From an optimization exercise on the open Yosys and OpenROAD flow, aimed at small area and a short achievable clock period; shortcuts taken in it are not production practice.
At most, simulation tests tie the RTL to the original design; equivalence was not proved. The clock port is modelled as an ideal driver; clocking choices that lean on that would not hold on a real chip.

Setup of v6:
// top
module top(
    clk,
    rst_n,
    ifm0,
    ifm1,
    ifm2,
    ifm0_en,
    ifm1_en,
    ifm2_en,
    w0,
    w1,
    w2,
    w0_en,
    w1_en,
    w2_en,
    obf0_rd_en,
    obf1_rd_en,
    obf2_rd_en,
    obf0_empty,
    obf1_empty,
    obf2_empty,
    obf0_full,
    obf1_full,
    obf2_full,
    obf0_err,
    obf1_err,
    obf2_err,
    obf0_out,
    obf1_out,
    obf2_out
);
Size: about 5100 cells after synthesis, ~1500 flip-flops, about 120 I/O pins, roughly 0.065 sq mm of cells after synthesis.
==> module obuffer, before the edit <==
module obuffer
#(parameter DATA_WIDTH=8)
(
    input clk,
    input rst_n,
    input p0_ready,
    input p1_ready,
    input p2_ready,
    input [2*DATA_WIDTH-1:0] p0_s,
    input [2*DATA_WIDTH-1:0] p0_c,
    input [2*DATA_WIDTH-1:0] p1_s,
    input [2*DATA_WIDTH-1:0] p1_c,
    input [2*DATA_WIDTH-1:0] p2_s,
    input [2*DATA_WIDTH-1:0] p2_c,
    output reg empty,
    output reg full,
    input rd_en,
    output reg [2*DATA_WIDTH-1:0] data_rdout,
    output reg errout
);
localparam DW2 = 2*DATA_WIDTH;
reg [DW2-1:0] mem [0:8];
reg [3:0] wr_addr, count;
reg [8:0] rd_oh;                     
wire any = p0_ready | p1_ready | p2_ready;
wire two = (p0_ready & p1_ready) | (p0_ready & p2_ready) | (p1_ready & p2_ready);
wire wr = any & ~full;
wire rd = rd_en & ~empty;
wire [DW2-1:0] ss = ({DW2{p0_ready}} & p0_s) | ({DW2{p1_ready}} & p1_s) | ({DW2{p2_ready}} & p2_s);
wire [DW2-1:0] cc = ({DW2{p0_ready}} & p0_c) | ({DW2{p1_ready}} & p1_c) | ({DW2{p2_ready}} & p2_c);
reg [DATA_WIDTH:0] plo;
reg [DATA_WIDTH-1:0] phs, phc;
reg [3:0] pend_addr;
reg pend;
always @(posedge clk)
begin
    plo <= ss[DATA_WIDTH-1:0] + cc[DATA_WIDTH-1:0];
    phs <= ss[DW2-1:DATA_WIDTH];
    phc <= cc[DW2-1:DATA_WIDTH];
    pend_addr <= wr_addr;
end
wire [DATA_WIDTH-1:0] phi = phs + phc + plo[DATA_WIDTH];
wire [DW2-1:0] pdata = {phi, plo[DATA_WIDTH-1:0]};
always @(posedge clk)
    if (pend)
        mem[pend_addr] <= pdata;
wire hit = pend & rd_oh[pend_addr];
reg [DW2-1:0] rmem;
integer k;
always @(*) begin
    rmem = {DW2{1'b0}};
    for (k = 0; k < 9; k = k + 1)
        rmem = rmem | ({DW2{rd_oh[k]}} & mem[k]);
end
wire [DW2-1:0] rdata = hit ? pdata : rmem;
wire [3:0] count_inc = count + 1'b1;
wire [3:0] count_dec = count - 1'b1;
wire [3:0] count_n = wr ? count_inc : count;
wire [3:0] count_r = empty ? count_n : (wr ? count : count_dec);
wire empty_n = wr ? 1'b0 : empty;
wire empty_r = empty ? empty_n : (wr ? 1'b0 : (count == 4'd1));
wire full_n = wr ? (count == 4'd8) : full;
wire full_r = empty ? full_n : 1'b0;
always @(posedge clk or negedge rst_n)
begin
    if (!rst_n) begin
        wr_addr <= 4'd0;
        rd_oh <= 9'd1;
        count <= 4'd0;
        empty <= 1'b1;
        full <= 1'b0;
        errout <= 1'b0;
        pend <= 1'b0;
        data_rdout <= 'd0;
    end else begin
        pend <= wr & ~two;
        if (wr)
            wr_addr <= (wr_addr == 4'd8) ? 4'd0 : wr_addr + 1'b1;
        if (rd) begin
            rd_oh <= {rd_oh[7:0], rd_oh[8]};
            data_rdout <= rdata;
        end
        if (wr & two)
            errout <= 1'b1;
        count <= rd_en ? count_r : count_n;
        empty <= rd_en ? empty_r : empty_n;
        full <= rd_en ? full_r : full_n;
    end
end
endmodule
export LEC_CHECK = 0
export CAP_MARGIN = 20
export CORE_MARGIN = 2
export CORE_UTILIZATION = 40
export CTS_CLUSTER_DIAMETER = 100
export CTS_CLUSTER_SIZE = 30
export PLACE_DENSITY = 0.6
export SETUP_SLACK_MARGIN = 2.8
export SLEW_MARGIN = 20
create_clock -name core_clock -period 5.0 [get_ports {clk}]
standard.sh (not shown) runs the stock make flow with config.mk's settings and CLKGATE_MAP_FILE= SYNTH_SCRIPT=/design/flow/synth_recipe.tcl, a recipe that flattens the netlist after the stock synthesis.
==> flow/flow/run.sh <==
#!/bin/bash
# Layout flow: the standard flow (standard.sh), with two changes:
#  - the port buffers start as buf_2 (repair may still resize them),
#  - clock tree synthesis inserts no dummy loads.
# standard.sh's output goes to standard.log in the work folder; ORFS keeps
# each step's full log under orfs/logs/.
cp standard.sh standard_sh.txt
export BUFFER_PORTS_ARGS="-buffer_cell sky130_fd_sc_hd__buf_2"
export CTS_ARGS="-sink_clustering_enable -repair_clock_nets -sink_clustering_size 30 -sink_clustering_max_diameter 100 -dont_use_dummy_load"
bash standard.sh > standard.log 2>&1
Relative to v6, the following input files were edited for v7:
-- flow/design.v --
<<< v6, line 294
    input [2*DATA_WIDTH-1:0] p2_s,
    input [2*DATA_WIDTH-1:0] p2_c,
    output reg empty,
    output reg full,
    input rd_en,
>>> v7, line 294
    input [2*DATA_WIDTH-1:0] p2_s,
    input [2*DATA_WIDTH-1:0] p2_c,
    output empty,
    output reg full,
    input rd_en,
<<< v6, line 303
reg [DW2-1:0] mem [0:8];
reg [3:0] wr_addr, count;
reg [8:0] rd_oh;                     
wire any = p0_ready | p1_ready | p2_ready;
>>> v7, line 303
reg [DW2-1:0] mem [0:8];
reg [3:0] wr_addr, count;
reg ne;
assign empty = ~ne;
reg [8:0] rd_oh;                     
wire any = p0_ready | p1_ready | p2_ready;
<<< v6, line 310
wire [DW2-1:0] ss = ({DW2{p0_ready}} & p0_s) | ({DW2{p1_ready}} & p1_s) | ({DW2{p2_ready}} & p2_s);
wire [DW2-1:0] cc = ({DW2{p0_ready}} & p0_c) | ({DW2{p1_ready}} & p1_c) | ({DW2{p2_ready}} & p2_c);
reg [DATA_WIDTH:0] plo;
reg [DATA_WIDTH-1:0] phs, phc;
reg [3:0] pend_addr;
reg pend;
always @(posedge clk)
begin
    plo <= ss[DATA_WIDTH-1:0] + cc[DATA_WIDTH-1:0];
    phs <= ss[DW2-1:DATA_WIDTH];
    phc <= cc[DW2-1:DATA_WIDTH];
    pend_addr <= wr_addr;
end
wire [DATA_WIDTH-1:0] phi = phs + phc + plo[DATA_WIDTH];
wire [DW2-1:0] pdata = {phi, plo[DATA_WIDTH-1:0]};
always @(posedge clk)
    if (pend)
>>> v7, line 312
wire [DW2-1:0] ss = ({DW2{p0_ready}} & p0_s) | ({DW2{p1_ready}} & p1_s) | ({DW2{p2_ready}} & p2_s);
wire [DW2-1:0] cc = ({DW2{p0_ready}} & p0_c) | ({DW2{p1_ready}} & p1_c) | ({DW2{p2_ready}} & p2_c);
localparam LO = 6;                   
reg [LO:0] plo;
reg [DW2-LO-1:0] phs, phc;
reg [3:0] pend_addr;
reg pend;
always @(posedge clk)
begin
    plo <= ss[LO-1:0] + cc[LO-1:0];
    phs <= ss[DW2-1:LO];
    phc <= cc[DW2-1:LO];
    pend_addr <= wr_addr;
end
wire [DW2-LO-1:0] phi = phs + phc + plo[LO];
wire [DW2-1:0] pdata = {phi, plo[LO-1:0]};
always @(posedge clk)
    if (pend)
<<< v6, line 349
        rd_oh <= 9'd1;
        count <= 4'd0;
        empty <= 1'b1;
        full <= 1'b0;
        errout <= 1'b0;
>>> v7, line 352
        rd_oh <= 9'd1;
        count <= 4'd0;
        ne <= 1'b0;
        full <= 1'b0;
        errout <= 1'b0;
<<< v6, line 365
            errout <= 1'b1;
        count <= rd_en ? count_r : count_n;
        empty <= rd_en ? empty_r : empty_n;
        full <= rd_en ? full_r : full_n;
    end
>>> v7, line 368
            errout <= 1'b1;
        count <= rd_en ? count_r : count_n;
        ne <= ~(rd_en ? empty_r : empty_n);
        full <= rd_en ? full_r : full_n;
    end
Notes after the runs:
Result: PASS for each of v6 and v7. v7 reports a lower area of the placeable core than v6 does. Cell area: v6 and v7 compared, lower one is v7. Number of distinct standard cells referenced by the synthesized netlist in v7 is 6 above v6. End point of the critical path = obf0_empty: v6; end point of the critical path = obf2_out[11]: v7. Wire length for v7 is lower than for v6. Relative to v6, signed area change from the synthesized netlist to the final layout has increased by 1.0 points in v7. v7 vs v6, instance count: v7 lower. Looking at detailed-route via count, v7 sits 756 below v6. Compared with v6, v7 shows a lower post-synthesis cell count.
The RTL of v6 was laid out without a check of its function.

== the baseline ==
Another version of the RTL of top (not shown whole).
For scale: about 5000 cells after synthesis, about 1500 flip-flops, ~120 I/O pins.
==> module obuffer, before the edit <==
module obuffer
#(parameter DATA_WIDTH=8)
(
    input clk,
    input rst_n,
    input p0_ready,
    input p1_ready,
    input p2_ready,
    input [2*DATA_WIDTH-1:0] p0_s,
    input [2*DATA_WIDTH-1:0] p0_c,
    input [2*DATA_WIDTH-1:0] p1_s,
    input [2*DATA_WIDTH-1:0] p1_c,
    input [2*DATA_WIDTH-1:0] p2_s,
    input [2*DATA_WIDTH-1:0] p2_c,
    output empty,
    output reg full,
    input rd_en,
    output reg [2*DATA_WIDTH-1:0] data_rdout,
    output reg errout
);
localparam DW2 = 2*DATA_WIDTH;
reg [DW2-1:0] mem [0:8];
reg [3:0] wr_addr, count;
reg ne;
assign empty = ~ne;
reg [8:0] rd_oh;                     
wire any = p0_ready | p1_ready | p2_ready;
wire two = (p0_ready & p1_ready) | (p0_ready & p2_ready) | (p1_ready & p2_ready);
wire wr = any & ~full;
wire rd = rd_en & ~empty;
wire [DW2-1:0] ss = ({DW2{p0_ready}} & p0_s) | ({DW2{p1_ready}} & p1_s) | ({DW2{p2_ready}} & p2_s);
wire [DW2-1:0] cc = ({DW2{p0_ready}} & p0_c) | ({DW2{p1_ready}} & p1_c) | ({DW2{p2_ready}} & p2_c);
reg [DATA_WIDTH:0] plo;
reg [DATA_WIDTH-1:0] phs, phc;
reg [3:0] pend_addr;
reg pend;
always @(posedge clk)
begin
    plo <= ss[DATA_WIDTH-1:0] + cc[DATA_WIDTH-1:0];
    phs <= ss[DW2-1:DATA_WIDTH];
    phc <= cc[DW2-1:DATA_WIDTH];
    pend_addr <= wr_addr;
end
wire [DATA_WIDTH-1:0] phi = phs + phc + plo[DATA_WIDTH];
wire [DW2-1:0] pdata = {phi, plo[DATA_WIDTH-1:0]};
always @(posedge clk)
    if (pend)
        mem[pend_addr] <= pdata;
wire hit = pend & rd_oh[pend_addr];
reg [DW2-1:0] rmem;
integer k;
always @(*) begin
    rmem = {DW2{1'b0}};
    for (k = 0; k < 9; k = k + 1)
        rmem = rmem | ({DW2{rd_oh[k]}} & mem[k]);
end
wire [DW2-1:0] rdata = hit ? pdata : rmem;
wire [3:0] count_inc = count + 1'b1;
wire [3:0] count_dec = count - 1'b1;
wire [3:0] count_n = wr ? count_inc : count;
wire [3:0] count_r = empty ? count_n : (wr ? count : count_dec);
wire empty_n = wr ? 1'b0 : empty;
wire empty_r = empty ? empty_n : (wr ? 1'b0 : (count == 4'd1));
wire full_n = wr ? (count == 4'd8) : full;
wire full_r = empty ? full_n : 1'b0;
always @(posedge clk or negedge rst_n)
begin
    if (!rst_n) begin
        wr_addr <= 4'd0;
        rd_oh <= 9'd1;
        count <= 4'd0;
        ne <= 1'b0;
        full <= 1'b0;
        errout <= 1'b0;
        pend <= 1'b0;
        data_rdout <= 'd0;
    end else begin
        pend <= wr & ~two;
        if (wr)
            wr_addr <= (wr_addr == 4'd8) ? 4'd0 : wr_addr + 1'b1;
        if (rd) begin
            rd_oh <= {rd_oh[7:0], rd_oh[8]};
            data_rdout <= rdata;
        end
        if (wr & two)
            errout <= 1'b1;
        count <= rd_en ? count_r : count_n;
        ne <= ~(rd_en ? empty_r : empty_n);
        full <= rd_en ? full_r : full_n;
    end
end
endmodule
export LEC_CHECK = 0
export CAP_MARGIN = 20
export CORE_MARGIN = 2
export CORE_UTILIZATION = 40
export CTS_CLUSTER_DIAMETER = 100
export CTS_CLUSTER_SIZE = 30
export PLACE_DENSITY = 0.6
export SETUP_SLACK_MARGIN = 2.7
export SLEW_MARGIN = 20
create_clock -name core_clock -period 5.0 [get_ports {clk}]
Scripts as last shown in full above: flow/flow/run.sh
Input changes introduced in the candidate (baseline for comparison: the baseline):
diff --git a/flow/design.v b/flow/design.v
--- a/flow/design.v
+++ b/flow/design.v
@@ -309,23 +309,24 @@
 wire two = (p0_ready & p1_ready) | (p0_ready & p2_ready) | (p1_ready & p2_ready);
 wire wr = any & ~full;
 wire rd = rd_en & ~empty;
 wire [DW2-1:0] ss = ({DW2{p0_ready}} & p0_s) | ({DW2{p1_ready}} & p1_s) | ({DW2{p2_ready}} & p2_s);
 wire [DW2-1:0] cc = ({DW2{p0_ready}} & p0_c) | ({DW2{p1_ready}} & p1_c) | ({DW2{p2_ready}} & p2_c);
-reg [DATA_WIDTH:0] plo;
-reg [DATA_WIDTH-1:0] phs, phc;
+localparam LO = 6;                   
+reg [LO:0] plo;
+reg [DW2-LO-1:0] phs, phc;
 reg [3:0] pend_addr;
 reg pend;
 always @(posedge clk)
 begin
-    plo <= ss[DATA_WIDTH-1:0] + cc[DATA_WIDTH-1:0];
-    phs <= ss[DW2-1:DATA_WIDTH];
-    phc <= cc[DW2-1:DATA_WIDTH];
+    plo <= ss[LO-1:0] + cc[LO-1:0];
+    phs <= ss[DW2-1:LO];
+    phc <= cc[DW2-1:LO];
     pend_addr <= wr_addr;
 end
-wire [DATA_WIDTH-1:0] phi = phs + phc + plo[DATA_WIDTH];
-wire [DW2-1:0] pdata = {phi, plo[DATA_WIDTH-1:0]};
+wire [DW2-LO-1:0] phi = phs + phc + plo[LO];
+wire [DW2-1:0] pdata = {phi, plo[LO-1:0]};
 always @(posedge clk)
     if (pend)
         mem[pend_addr] <= pdata;
 wire hit = pend & rd_oh[pend_addr];
 reg [DW2-1:0] rmem;
Results
Per the final summary, the baseline finished and its layout is clean on timing, DRC and antenna.
The candidate did not stop at any stage, and its layout met the timing, design-rule and antenna checks.
Compared with the baseline, the candidate shows post-synthesis sequential area ratio higher by 1.0 points.
The candidate ended up with a higher cell count along the critical path than the baseline did.
Diff the baseline -> the candidate | number of placement rows | decrease of about 0.7%
The candidate against the baseline: maximum frequency from static timing analysis grew by about 0.4%; final worst setup slack grew by 0.0095 ns.

what the ideal ports hide:
The results above use ideal ports. As a check the final layouts listed here were re-extracted and re-timed, cells and wires unchanged. Step 1 (the two cells are an assumption about what drives the block):
set clk [get_ports {clk}]
set_driving_cell -lib_cell sky130_fd_sc_hd__clkbuf_16 $clk
set_driving_cell -lib_cell sky130_fd_sc_hd__buf_2 [delete_from_list [all_inputs] $clk]
Step 2 times the ports against the registers' clock, not the clock port: input delays grow and output delays shrink by t, the midpoint of the rising clock arrivals with the driver on. Slacks: no drivers / after step 1 / after step 2; pairs: no drivers / after step 1.
run | shift t [ns] | slack for setup (ns) | pins driven straight from the clock port
v6 | 0.773 | 2.592 / 2.513 / 2.600 | 1
v7 | 0.762 | 2.660 / 2.585 / 2.554 | 1
the baseline | 0.757 | 2.655 / 2.580 / 2.404 | 1
the candidate | 0.748 | 2.664 / 2.592 / 2.494 | 1
After both steps setup and hold are still met in every run listed. The setup slack of the baseline, which loses most, moves by -0.075 ns with the drivers and by -0.251 ns with both steps.
